From an optimization exercise on the open Yosys and OpenROAD flow, aimed at small area, a short achievable clock period and few clock cycles; shortcuts taken in it are not production practice.
Only simulation tests tie the RTL to the original design; equivalence was not proved.

Design divider1, start of the top module:
module divider1(quotient, valid_out, divisor, dividend, valid_in, rst, clk);
Size: ~200 I/O pins, ~27000 um^2 of cells after synthesis.
export LEC_CHECK = 0
export CAP_MARGIN = 20
export CORE_MARGIN = 2
export CORE_UTILIZATION = 50
export PLACE_DENSITY = 0.7
export SLEW_MARGIN = 20
export SYNTH_HIERARCHICAL = 1
create_clock -name core_clock -period 32.0 [get_ports {clk}]
standard.sh (not shown) runs the stock make flow with config.mk's settings and CLKGATE_MAP_FILE= SYNTH_SCRIPT=/design/flow/synth_recipe.tcl, a recipe that flattens the netlist after the stock synthesis.
==> flow/flow/run.sh <==
#!/bin/bash
# Own flow: the standard layout (standard synthesis, floorplan, placement,
# CTS, routing); only the timing repair is asked to leave a setup margin,
# and port buffers use another buffer cell. Clock and constraints unchanged.
set -e
bash standard.sh SETUP_SLACK_MARGIN=21.5 "BUFFER_PORTS_ARGS=-buffer_cell sky130_fd_sc_hd__buf_1" finish > standard_finish.log 2>&1
Testbench counts at the start, summed over its fixed seeds: cycles 6,098.
Edit:
--- a/flow/flow/run.sh
+++ b/flow/flow/run.sh
@@ -5,2 +5,2 @@
 set -e
-bash standard.sh SETUP_SLACK_MARGIN=21.5 "BUFFER_PORTS_ARGS=-buffer_cell sky130_fd_sc_hd__buf_1" finish > standard_finish.log 2>&1
+bash standard.sh SETUP_SLACK_MARGIN=22 "BUFFER_PORTS_ARGS=-buffer_cell sky130_fd_sc_hd__buf_1" finish > standard_finish.log 2>&1
--- a/flow/config.mk
+++ b/flow/config.mk
@@ -9,4 +9,3 @@
 export CORE_MARGIN = 2
-export CORE_UTILIZATION = 50
-export PLACE_DENSITY = 0.7
+export CORE_UTILIZATION = 40
 export SLEW_MARGIN = 20
What happened: The changed run produced a clean layout; core utilization goes down by 7.4 points; worst hold slack degrades by 12 ps; first-iteration DRC count fell by 12%; non-clock buffer count came out higher by 74.
Edit:
==> flow/run.sh (new file) <==
#!/bin/bash
# synth_recipe.tcl (not shown) runs the flow's synth.tcl, then flattens the netlist and writes it again
# the make line also repeats each setting of config.mk as NAME=value (left out here)
make -C /OpenROAD-flow-scripts/flow DESIGN_CONFIG=/design/flow/config.mk WORK_HOME=/design/flow/orfs CLKGATE_MAP_FILE= SYNTH_SCRIPT=/design/flow/synth_recipe.tcl finish
--- a/flow/config.mk
+++ b/flow/config.mk
@@ -7,6 +7,6 @@
 export LEC_CHECK = 0
-export CAP_MARGIN = 20
+export CAP_MARGIN = 50
 export CORE_MARGIN = 2
 export CORE_UTILIZATION = 40
-export SLEW_MARGIN = 20
+export SLEW_MARGIN = 50
 export SYNTH_HIERARCHICAL = 1
removed: flow/flow/run.sh
removed: flow/standard.sh
Utilization went down by 4.3 points.
Routed wire length goes down by 11%.
Via count went down by 6.3%.
Die area does not change.
Count of clock-buffer cells in the layout falls by 7.
Design area is lower by 8.6%.
Synthesized cell count stays the same.
Hold slack loses 16 ps.
Critical path depth decreases by 1.
Synthesized area does not change.

* * *

Setup of north:
divider1, a different RTL version from the one above (not shown whole).
For scale: ~3700 cells after synthesis, about 210 flip-flops, ~200 I/O pins.
make LEC_CHECK=0 CAP_MARGIN=20 CORE_MARGIN=2 CORE_UTILIZATION=40 SLEW_MARGIN=20 finish   # period 32.0 ns
run.sh (not shown) runs the stock make flow with config.mk's settings and CLKGATE_MAP_FILE= SYNTH_SCRIPT=/design/flow/synth_recipe.tcl, a recipe that flattens the netlist after the stock synthesis.
Stock flow here: none of the scripts above is used.
Testbench counts of north, summed over its fixed seeds: cycles 6,098.
[inputs] south vs north
==> flow/flow/run.sh (new file) <==
#!/bin/bash
# Own flow: the standard layout (standard synthesis, floorplan, placement,
# CTS, routing), with ORFS's timing repair asked to leave 22 ns of setup slack
# (the clock and constraints are unchanged; only the repair aims further).
set -e
bash standard.sh SETUP_SLACK_MARGIN=22 finish > standard_finish.log 2>&1
==> flow/standard.sh (new file) <==
#!/bin/bash
# synth_recipe.tcl (not shown) runs the flow's synth.tcl, then flattens the netlist and writes it again
# the make line also repeats each setting of config.mk as NAME=value (left out here)
make -C /OpenROAD-flow-scripts/flow DESIGN_CONFIG=/design/flow/config.mk WORK_HOME=/design/flow/orfs CLKGATE_MAP_FILE= SYNTH_SCRIPT=/design/flow/synth_recipe.tcl "${@:-finish}"
removed: flow/run.sh
## What came out
The final design area excluding fillers in north is 0.842 times that in south.
Comparing the two runs side by side, south comes out ahead of north on half-perimeter wire length after placement.
Route | south vs north | wire longer in south
south — global-route wire length before repair 8900 um higher, north as reference
Looking only at instance count on the critical path, and setting everything else aside, the lower value of south and north goes to south.
Changes observed in south relative to north: required time of the critical path lost 6.84 ns; sequential share of layout area lost 2.1 points.
north vs south, end of the critical path: rr[27]$_DFF_P_ vs quotient[60]
Between south and north, the difference in met3 usage in global routing is negligible.
> inputs changed (south -> east)
==> flow/flow/run.sh <==
#!/bin/bash
# Own flow, step 1: the standard layout, unchanged (to inspect standard.sh).
set -e
cp standard.sh flow_standard_copy.sh.txt 2>/dev/null || true
bash standard.sh finish > standard_finish.log 2>&1
Findings:
- Against south, the final cell area of east is lower.
- east ran to completion and came out clean on the timing, DRC and antenna checks.
- east ended with more number of inserted filler cells in the final layout than south.
- east has sequential share of layout area above what south had.
- Comparing south and east, the higher core utilization of the finished layout is on south.
Input-level comparison between west and east:
==> flow/flow/run.sh <==
#!/bin/bash
# Own flow: the standard layout (standard synthesis, floorplan, placement,
# CTS, routing); only the timing repair is asked to leave a setup margin,
# and port buffers may use another buffer cell. Clock and constraints unchanged.
set -e
bash standard.sh SETUP_SLACK_MARGIN=20 finish > standard_finish.log 2>&1
==> run summary <==
Between west and east, it is west whose actual slew at the worst max-slew pin is higher, by 0.16 ns. As far as post-synthesis sequential element count goes, east and west are indistinguishable; the numbers are identical. Post-layout utilization of the core in west is 0.82 points higher than in east. west has more setup slack than east. Higher final critical-path share of the clock period was reported by east, not west. The critical path depth of west falls short of that of east by 29.
The following lists how middle was set up differently from west:
==> flow/flow/run.sh <==
#!/bin/bash
# Own flow: the standard layout (standard synthesis, floorplan, placement,
# CTS, routing), with ORFS's timing repair asked to leave 19 ns of setup slack
# (the clock and constraints are unchanged; only the repair aims further).
set -e
bash standard.sh SETUP_SLACK_MARGIN=19 finish > standard_finish.log 2>&1
==> comparison <==

[what the ideal ports hide]
The results above use ideal ports. As a check the final layouts listed here were re-extracted and re-timed, cells and wires unchanged. Step 1: set_driving_cell puts a clkbuf_16 on clk and a buf_2 on each other input, an assumption about the parent block. Step 2, shift: input delay + t, output delay - t, t = (earliest + latest rising clock arrival at the registers) / 2. This alone moves slack from input paths to output paths. a / b / c = ideal / step 1 / step 2; a / b = the first two.
run	t (ns)	setup WS [ns]	worst setup path after step 2	worst data-port slew with drivers (ns)	pins driven straight from the clock port
the first run of note 1	0.639	21.701 / 21.701 / 21.149	input to register	0.07	1
the second run of note 1	0.644	21.899 / 21.899 / 21.474	input to register	0.10	1
the third run of note 1	0.625	18.655 / 18.655 / 18.655	register to register	0.09	1
north	0.658	17.626 / 17.626 / 17.626	register to register	0.07	1
south	0.663	20.766 / 20.706 / 20.421	input to register	0.07	1
east	0.658	17.626 / 17.626 / 17.626	register to register	0.07	1
west	0.667	20.258 / 20.192 / 19.799	input to register	0.07	1
middle	0.655	19.536 / 19.536 / 18.985	input to register	0.07	1
After both steps every run listed still meets setup and hold. The setup slack of the first run of note 1, which loses most, moves by 0.000 ns with the drivers and by -0.552 ns with both steps.
